Context: an optimization exercise on an open-source flow, tuned for small area. The choices shown serve that exercise and are no tape-out recipe.
RTL that was checked went through simulation tests only; none was proved equivalent to the original.
No activity file was given, so power comes from the tool's default toggle rates.

== exp/pepper ==
## uart_16550
module uart_16550 #(
    parameter DL_WIDTH = 16,
    parameter PSD_WIDTH = 4,
    parameter FIFO_DEPTH = 16
)(
    input  logic clk,
    input  logic rst,
    input  logic [31:0] awaddr,
    input  logic        awvalid,
    output logic        awready,
    input  logic [31:0] wdata,
    input  logic [3:0]  wstrb,
    input  logic        wvalid,
    output logic        wready,
    output logic        bvalid,
    output logic [1:0]  bresp,
    input  logic        bready,
    input  logic [31:0] araddr,
    input  logic        arvalid,
    output logic        arready,
    output logic [31:0] rdata,
    output logic        rvalid,
    output logic [1:0]  rresp,
    input  logic        rready,
    output logic irq,
    output logic irq_n,
    input  logic rxd,
    output logic txd
);
Size in the first run: roughly 1,400 cells after synthesis, ~470 flip-flops, about 19,000 um^2 of cells after synthesis.
==> flow/config.mk <==
export PLATFORM = sky130hd
export DESIGN_NAME = uart_16550
export DESIGN_NICKNAME = uart_16550
export VERILOG_FILES = /design/flow/design.v
export SDC_FILE = /design/flow/constraint.sdc
export NUM_CORES = 4
export LEC_CHECK = 0
export CAP_MARGIN = 20
export CORE_MARGIN = 2
export CORE_UTILIZATION = 72
export CTS_BUF_LIST = sky130_fd_sc_hd__clkbuf_16
export CTS_CLUSTER_DIAMETER = 80
export CTS_CLUSTER_SIZE = 30
export PLACE_DENSITY = 0.82
export SLEW_MARGIN = 20
==> flow/constraint.sdc <==
create_clock -name core_clock -period 6.0 [get_ports {clk}]
set_input_delay 1.2000 -clock core_clock [delete_from_list [all_inputs] [get_ports {clk}]]
set_output_delay 1.2000 -clock core_clock [all_outputs]
set_load 0.01 [all_outputs]
standard.sh (not shown) runs the stock make flow with config.mk's settings and CLKGATE_MAP_FILE= SYNTH_SCRIPT=/design/flow/synth_recipe.tcl, a recipe that flattens the netlist after the stock synthesis.
==> flow/flow/run.sh <==
#!/bin/bash
# The standard layout (standard.sh), with four changes:
#  - the logic is mapped by an area-oriented ABC script (flow/area.script);
#    synthesis is otherwise the standard flow's own (flow/synth_area.tcl repeats
#    synth_recipe.tcl and only swaps the ABC script),
#  - ports are buffered with the smallest buffer,
#  - clock tree synthesis inserts no dummy loads,
#  - the constant outputs share one tie cell.
# Each tool's output goes to its ORFS log under orfs/logs; make's output
# goes to standard.log here.
set -euo pipefail
here=$(pwd)
diff <(tail -n +2 synth_recipe.tcl) <(grep -v '^ *#' flow/synth_area.tcl | sed -n '/^source/,$p') > synth_diff.log || true
bash standard.sh \
  SYNTH_SCRIPT=$here/flow/synth_area.tcl \
  "BUFFER_PORTS_ARGS=-buffer_cell sky130_fd_sc_hd__buf_1" \
  "CTS_ARGS=-sink_clustering_enable -repair_clock_nets -sink_clustering_size 30 -sink_clustering_max_diameter 80 -buf_list sky130_fd_sc_hd__clkbuf_16 -dont_use_dummy_load" \
  SKIP_REPAIR_TIE_FANOUT=1 \
  finish > standard.log 2>&1
==> flow/flow/area.script <==
strash
&get -n
&fraig -x
&put
scorr
dc2
dretime
strash
&get -n
&syn2
&dch -f
&nf -a -R 1000
&put
==> flow/flow/synth_area.tcl <==
proc synth {args} { yosys synth -nofsm -noshare {*}$args }
# Map the logic with an area-oriented ABC script (the flip-flops are mapped
# before this step and are left as the standard synthesis makes them)
set ::area_abc_script [file join [file dirname [file normalize [info script]]] area.script]
proc abc {args} {
  set i [lsearch -exact $args -script]
  if { $i >= 0 } { lset args [expr { $i + 1 }] $::area_abc_script }
  yosys abc {*}$args
}
source $::env(SCRIPTS_DIR)/synth.tcl
# left out here: clear keep_hierarchy, flatten, clean up, hide names made inside functions, write 1_2_yosys.v
exp/pepper: full flow OK, the timing, DRC and antenna checks passed
What exp/umber does differently from exp/pepper at the input level:
diff --git a/flow/flow/run.sh b/flow/flow/run.sh
--- a/flow/flow/run.sh
+++ b/flow/flow/run.sh
@@ -1,3 +1,3 @@
 #!/bin/bash
-# The standard layout (standard.sh), with four changes:
+# The standard layout (standard.sh), with these changes:
 #  - the logic is mapped by an area-oriented ABC script (flow/area.script);
@@ -5,2 +5,3 @@
 #    synth_recipe.tcl and only swaps the ABC script),
+#  - adders are left to ABC (no full/half adder extraction),
 #  - ports are buffered with the smallest buffer,
@@ -17,3 +18,3 @@
   "CTS_ARGS=-sink_clustering_enable -repair_clock_nets -sink_clustering_size 30 -sink_clustering_max_diameter 80 -buf_list sky130_fd_sc_hd__clkbuf_16 -dont_use_dummy_load" \
-  SKIP_REPAIR_TIE_FANOUT=1 \
+  SKIP_REPAIR_TIE_FANOUT=1 ADDER_MAP_FILE= \
   finish > standard.log 2>&1
==> flow/flow/area.script <==
strash
&get -n
&fraig -x
&put
scorr
dc2
dretime
strash
&get -n
&syn2
&dch -f
&nf -a -R 1000
&put
&get -n
&dch -f
&nf -a -R 1000
&put
[summary]
Critical path depth in cells for exp/umber: 8 down relative to exp/pepper. Higher share of power burned in the clock network goes to exp/umber over exp/pepper. As of exp/umber, number of non-clock buffers in the layout had risen by more than a quarter compared to exp/pepper. Against exp/pepper, exp/umber comes in 1.8 points lower on post-synthesis adder-cell area fraction. exp/umber: met2 routing resource usage after global routing higher than exp/pepper. For exp/pepper, the critical path's slowest cell was sky130_fd_sc_hd__dfstp_2, unlike exp/umber, where it was sky130_fd_sc_hd__and3_4. Re clock period minus final worst setup slack: exp/umber and exp/pepper aren't equal, and the higher value belongs to exp/pepper. Compared with exp/pepper, the detailed router inserted fewer vias in exp/umber. The final reports for exp/umber and exp/pepper show inverter count of the layout excluding clock inverters lower in the former. Compared exp/umber vs exp/pepper, and power after layout is down in exp/umber. The final layouts of exp/umber and exp/pepper pass the timing, DRC and antenna checks.
Here is what was changed in the inputs of exp/yarrow compared with exp/umber.
Settings: changing CORE_UTILIZATION from 72 to 65; changing PLACE_DENSITY from 0.82 to 0.75.
diff --git a/flow/flow/run.sh b/flow/flow/run.sh
--- a/flow/flow/run.sh
+++ b/flow/flow/run.sh
@@ -1,3 +1,3 @@
 #!/bin/bash
-# The standard layout (standard.sh), with these changes:
+# The standard layout (standard.sh), with three changes:
 #  - the logic is mapped by an area-oriented ABC script (flow/area.script);
@@ -5,6 +5,4 @@
 #    synth_recipe.tcl and only swaps the ABC script),
-#  - adders are left to ABC (no full/half adder extraction),
 #  - ports are buffered with the smallest buffer,
-#  - clock tree synthesis inserts no dummy loads,
-#  - the constant outputs share one tie cell.
+#  - clock tree synthesis inserts no dummy loads.
 # Each tool's output goes to its ORFS log under orfs/logs; make's output
@@ -18,3 +16,3 @@
   "CTS_ARGS=-sink_clustering_enable -repair_clock_nets -sink_clustering_size 30 -sink_clustering_max_diameter 80 -buf_list sky130_fd_sc_hd__clkbuf_16 -dont_use_dummy_load" \
-  SKIP_REPAIR_TIE_FANOUT=1 ADDER_MAP_FILE= \
+  RECOVER_POWER=100 SKIP_REPAIR_TIE_FANOUT=1 \
   finish > standard.log 2>&1
==> flow/flow/area.script <==
strash
&get -n
&fraig -x
&put
scorr
dc2
dretime
strash
&get -n
&syn2
&dch -f
&nf -a -R 1000
&put
Findings:
Completing all stages was not enough for exp/yarrow: its layout failed the final checks because of max-capacitance violations, max-slew violations.
Diff exp/umber -> exp/yarrow | internal power | up by a few percent
Share of power burned in the clock network in exp/yarrow is 1.2 points lower than in exp/umber
Between exp/yarrow and exp/umber, it is exp/yarrow whose fraction of standard cell area in multi-input logic is higher, by 4.4 points.
Between exp/umber and exp/yarrow, parity-gate share of the synthesized area counting xor and xnor cells is higher for exp/yarrow, exp/umber comes in under that.
The following lists how exp/onyx was set up differently from exp/yarrow:
Settings: swapping 65 for 72 in CORE_UTILIZATION; swapping 0.75 for 0.82 in PLACE_DENSITY.
diff --git a/flow/flow/run.sh b/flow/flow/run.sh
--- a/flow/flow/run.sh
+++ b/flow/flow/run.sh
@@ -1,3 +1,3 @@
 #!/bin/bash
-# The standard layout (standard.sh), with three changes:
+# The standard layout (standard.sh), with four changes:
 #  - the logic is mapped by an area-oriented ABC script (flow/area.script);
@@ -6,3 +6,4 @@
 #  - ports are buffered with the smallest buffer,
-#  - clock tree synthesis inserts no dummy loads.
+#  - clock tree synthesis inserts no dummy loads,
+#  - the constant outputs share one tie cell.
 # Each tool's output goes to its ORFS log under orfs/logs; make's output
@@ -16,3 +17,3 @@
   "CTS_ARGS=-sink_clustering_enable -repair_clock_nets -sink_clustering_size 30 -sink_clustering_max_diameter 80 -buf_list sky130_fd_sc_hd__clkbuf_16 -dont_use_dummy_load" \
-  RECOVER_POWER=100 SKIP_REPAIR_TIE_FANOUT=1 \
+  SKIP_REPAIR_TIE_FANOUT=1 \
   finish > standard.log 2>&1
==> flow/flow/area.script <==
strash
&get -n
&fraig -x
&put
scorr
dc2
dretime
strash
&get -n
&syn2
&dch -f
&nf -a -R 1000
&put
&get -n
&dch -f
&nf -a -R 1000
&put
Findings:
exp/onyx: all stages complete, timing, DRC and antenna checks passed. The initial standard-cell utilization of the core in exp/onyx sits 7.9 points above the value recorded for exp/yarrow. The power share of the clock group number comes out higher for exp/yarrow vs exp/onyx. Any difference in area share of xor/xnor cells in the synthesized design between exp/onyx and exp/yarrow is small enough to ignore. Total number of sequential cells: exp/onyx vs exp/yarrow identical. [compare] base=exp/yarrow new=exp/onyx: synthesized cell count now sits lower; routed wire length now sits lower. Between exp/yarrow and exp/onyx, the flow reports sequential power increasing by a few percent. exp/onyx — via count 2.0% lower, exp/yarrow as reference.
Input-level comparison between exp/fjord and exp/onyx:
diff --git a/flow/flow/run.sh b/flow/flow/run.sh
--- a/flow/flow/run.sh
+++ b/flow/flow/run.sh
@@ -1,3 +1,3 @@
 #!/bin/bash
-# The standard layout (standard.sh), with four changes:
+# The standard layout (standard.sh), with these changes:
 #  - the logic is mapped by an area-oriented ABC script (flow/area.script);
@@ -5,2 +5,3 @@
 #    synth_recipe.tcl and only swaps the ABC script),
+#  - adders are left to ABC (no full/half adder extraction),
 #  - ports are buffered with the smallest buffer,
@@ -17,3 +18,3 @@
   "CTS_ARGS=-sink_clustering_enable -repair_clock_nets -sink_clustering_size 30 -sink_clustering_max_diameter 80 -buf_list sky130_fd_sc_hd__clkbuf_16 -dont_use_dummy_load" \
-  SKIP_REPAIR_TIE_FANOUT=1 \
+  SKIP_REPAIR_TIE_FANOUT=1 ADDER_MAP_FILE= \
   finish > standard.log 2>&1
diff --git a/flow/flow/area.script b/flow/flow/area.script
--- a/flow/flow/area.script
+++ b/flow/flow/area.script
@@ -9,3 +9,3 @@
 &get -n
-&syn2
+&syn4
 &dch -f
Notes after the runs:
Relative to exp/onyx, required arrival time at the worst endpoint has gone down in exp/fjord. Total power draw on exp/fjord is down relative to exp/onyx. Worst setup path startpoint: ui.addr[1]$_DFFE_PP_ -> exp/onyx, uart_core.baud_gen_inst.b_dc[1]$_DFF_P_ -> exp/fjord. Post-synthesis sequential area ratio in exp/fjord vs exp/onyx: up 4.2 points. On synthesis-to-finish area growth, the higher figure sits with exp/fjord, not exp/onyx. exp/fjord: via count lower than exp/onyx.
[inputs] exp/garnet vs exp/fjord
Settings: a change of CORE_UTILIZATION from 72 to 65; a change of PLACE_DENSITY from 0.82 to 0.75.
diff --git a/flow/flow/run.sh b/flow/flow/run.sh
--- a/flow/flow/run.sh
+++ b/flow/flow/run.sh
@@ -1,3 +1,3 @@
 #!/bin/bash
-# The standard layout (standard.sh), with these changes:
+# The standard layout (standard.sh), with three changes:
 #  - the logic is mapped by an area-oriented ABC script (flow/area.script);
@@ -5,6 +5,4 @@
 #    synth_recipe.tcl and only swaps the ABC script),
-#  - adders are left to ABC (no full/half adder extraction),
 #  - ports are buffered with the smallest buffer,
-#  - clock tree synthesis inserts no dummy loads,
-#  - the constant outputs share one tie cell.
+#  - clock tree synthesis inserts no dummy loads.
 # Each tool's output goes to its ORFS log under orfs/logs; make's output
@@ -18,3 +16,3 @@
   "CTS_ARGS=-sink_clustering_enable -repair_clock_nets -sink_clustering_size 30 -sink_clustering_max_diameter 80 -buf_list sky130_fd_sc_hd__clkbuf_16 -dont_use_dummy_load" \
-  SKIP_REPAIR_TIE_FANOUT=1 ADDER_MAP_FILE= \
+  SKIP_REPAIR_TIE_FANOUT=1 \
   finish > standard.log 2>&1
==> flow/flow/area.script <==
strash
&get -n
&fraig -x
&put
scorr
dc2
dretime
strash
&get -n
&syn2
&dch -f
&nf -a -R 1000
&put
No stage failed in exp/garnet, and the final checks on the layout all came back clean. Higher routability congestion estimate among exp/fjord and exp/garnet: exp/garnet. Summary of exp/garnet over exp/fjord: hold slack moved down, final instance area higher.

Another version of the RTL of uart_16550 (not shown whole).
For scale: ~1,700 cells after synthesis, about 0.021 mm^2 of cells after synthesis.
Settings: LEC_CHECK=0, CAP_MARGIN=20, CORE_MARGIN=2, CORE_UTILIZATION=40, CTS_BUF_LIST=sky130_fd_sc_hd__clkbuf_4, PLACE_DENSITY=0.6, SLEW_MARGIN=20; clock period 6.0 ns.
run.sh (not shown) runs the stock make flow with config.mk's settings and CLKGATE_MAP_FILE= SYNTH_SCRIPT=/design/flow/synth_recipe.tcl, a recipe that flattens the netlist after the stock synthesis.
Stock flow here: none of the scripts above is used.
Edit:
--- a/flow/config.mk
+++ b/flow/config.mk
@@ -11 +11 @@
-export CTS_BUF_LIST = sky130_fd_sc_hd__clkbuf_4
+export CTS_BUF_LIST = sky130_fd_sc_hd__clkbuf_8
=>
- count of clock-buffer cells in the layout fell by 109
- clock skew fell by 0.034 ns
- routed wire length fell slightly
- setup slack gains 0.19 ns
- worst hold slack gains 0.035 ns
- register-to-register slack is about the same
- cell count fell by a few percent
No functional check of the RTL was part of any run of this note.

== run 1 ==
RTL: one of the versions met above, not the one the previous note started from.
Size: roughly 470 flip-flops, ~150 I/O pins, ~19000 um^2 of cells after synthesis.
==> flow/config.mk <==
export PLATFORM = sky130hd
export DESIGN_NAME = uart_16550
export DESIGN_NICKNAME = uart_16550
export VERILOG_FILES = /design/flow/design.v
export SDC_FILE = /design/flow/constraint.sdc
export NUM_CORES = 4
export LEC_CHECK = 0
export CAP_MARGIN = 20
export CORE_MARGIN = 2
export CORE_UTILIZATION = 65
export CTS_BUF_LIST = sky130_fd_sc_hd__clkbuf_16
export CTS_CLUSTER_DIAMETER = 80
export CTS_CLUSTER_SIZE = 30
export PLACE_DENSITY = 0.75
export SLEW_MARGIN = 20
==> flow/constraint.sdc <==
create_clock -name core_clock -period 6.0 [get_ports {clk}]
set_input_delay 1.2000 -clock core_clock [delete_from_list [all_inputs] [get_ports {clk}]]
set_output_delay 1.2000 -clock core_clock [all_outputs]
set_load 0.01 [all_outputs]
standard.sh (not shown) runs the stock make flow with config.mk's settings and CLKGATE_MAP_FILE= SYNTH_SCRIPT=/design/flow/synth_recipe.tcl, a recipe that flattens the netlist after the stock synthesis.
==> flow/flow/run.sh <==
#!/bin/bash
# The standard layout (standard.sh), with four changes:
#  - the logic is mapped by an area-oriented ABC script (flow/area.script);
#    synthesis is otherwise the standard flow's own (flow/synth_area.tcl repeats
#    synth_recipe.tcl and only swaps the ABC script),
#  - ports are buffered with the smallest buffer,
#  - clock tree synthesis inserts no dummy loads,
#  - the constant outputs share one tie cell.
# Each tool's output goes to its ORFS log under orfs/logs; make's output
# goes to standard.log here.
set -euo pipefail
here=$(pwd)
diff <(tail -n +2 synth_recipe.tcl) <(grep -v '^ *#' flow/synth_area.tcl | sed -n '/^source/,$p') > synth_diff.log || true
bash standard.sh \
  SYNTH_SCRIPT=$here/flow/synth_area.tcl \
  "BUFFER_PORTS_ARGS=-buffer_cell sky130_fd_sc_hd__buf_1" \
  "CTS_ARGS=-sink_clustering_enable -repair_clock_nets -sink_clustering_size 34 -sink_clustering_max_diameter 60 -buf_list sky130_fd_sc_hd__clkbuf_16 -dont_use_dummy_load" \
  SKIP_REPAIR_TIE_FANOUT=1 \
  finish > standard.log 2>&1
==> flow/flow/area.script <==
strash
&get -n
&fraig -x
&put
scorr
dc2
dretime
strash
&get -n
&syn2
&dch -f
&nf -a -R 1000
&put
&get -n
&dch -f
&nf -a -R 1000
&put
Scripts as last shown in full above: flow/flow/synth_area.tcl
## Diff of input files: run 2 against run 1
==> flow/flow/run.sh <==
#!/bin/bash
# The standard layout (standard.sh), with three changes:
#  - the logic is mapped by an area-oriented ABC script (flow/area.script);
#    synthesis is otherwise the standard flow's own (flow/synth_area.tcl repeats
#    synth_recipe.tcl and only swaps the ABC script),
#  - ports are buffered with the smallest buffer,
#  - clock tree synthesis inserts no dummy loads.
# Each tool's output goes to its ORFS log under orfs/logs; make's output
# goes to standard.log here.
set -euo pipefail
here=$(pwd)
diff <(tail -n +2 synth_recipe.tcl) <(grep -v '^ *#' flow/synth_area.tcl | sed -n '/^source/,$p') > synth_diff.log || true
bash standard.sh \
  SYNTH_SCRIPT=$here/flow/synth_area.tcl \
  "BUFFER_PORTS_ARGS=-buffer_cell sky130_fd_sc_hd__buf_1" \
  "CTS_ARGS=-sink_clustering_enable -repair_clock_nets -sink_clustering_size 30 -sink_clustering_max_diameter 80 -buf_list sky130_fd_sc_hd__clkbuf_16 -dont_use_dummy_load" \
  finish > standard.log 2>&1
==> flow/flow/area.script <==
strash
&get -n
&fraig -x
&put
scorr
dc2
dretime
strash
&get -n
&syn2
&dch -f
&nf -a -R 1000
&put
### Flow results
Density: run 2 sparser than run 1. Run 2 vs run 1: share of the yosys chip area belonging to registers down. When run 2 is set beside run 1, its via count of the routed design turns out to be 48 larger. In run 2, the worst hold slack came out 0.0039 ns below the value in run 1. Going from run 1 to run 2, the worst stage delay on the critical path was found to have gone up by 0.02 ns. Run 2: flow completed, timing, DRC and antenna clean. Global-route usage is lower on run 2. Run 1 ended up with uart_core.rx_fifo.last[4] as its capture point of the critical path; run 2 ended up with uart_core.tx_fifo.last[4].

## port drivers added, routing unchanged
How much do the figures lean on ideal ports? The routed layouts below were timed once more, with nothing changed but the port constraints. Step 1, drivers: a clkbuf_16 drives clk and a buf_2 each remaining input, both assumed. Step 2 times the ports against the registers' clock, not the clock port: input delays grow and output delays shrink by t, the midpoint of the rising clock arrivals with the driver on. Three values: ideal ports, drivers, drivers and shift; two values: the first two.
| run | t, ns | slack for setup (ns) | hold slack, ns | clock arrival spread, ns | pins driven straight from the clock port |
|---|---|---|---|---|---|
| exp/pepper | 0.576 | 2.029 / 2.029 / 2.029 | 0.375 / 0.375 / 0.375 | 0.052 / 0.052 | 1 |
| exp/umber | 0.580 | 2.485 / 2.485 / 2.485 | 0.381 / 0.381 / 0.381 | 0.033 / 0.032 | 1 |
| exp/yarrow | 0.580 | 1.026 / 1.026 / 1.026 | 0.364 / 0.364 / 0.364 | 0.041 / 0.041 | 1 |
| exp/onyx | 0.579 | 2.227 / 2.227 / 2.227 | 0.370 / 0.370 / 0.370 | 0.054 / 0.054 | 1 |
| exp/fjord | 0.573 | 2.497 / 2.497 / 2.497 | 0.374 / 0.374 / 0.374 | 0.021 / 0.021 | 1 |
| exp/garnet | 0.583 | 1.765 / 1.765 / 1.765 | 0.364 / 0.364 / 0.364 | 0.046 / 0.047 | 1 |
| the first run of note 2 | 0.979 | 1.933 / 1.878 / 2.107 | 0.352 / 0.352 / 0.352 | 0.072 / 0.072 | 1 |
| the second run of note 2 | 0.716 | 2.123 / 2.123 / 2.123 | 0.387 / 0.387 / 0.387 | 0.022 / 0.023 | 1 |
| run 1 | 0.564 | 2.168 / 2.168 / 2.168 | 0.369 / 0.369 / 0.369 | 0.041 / 0.041 | 1 |
| run 2 | 0.587 | 1.775 / 1.775 / 1.775 | 0.365 / 0.365 / 0.365 | 0.039 / 0.039 | 1 |
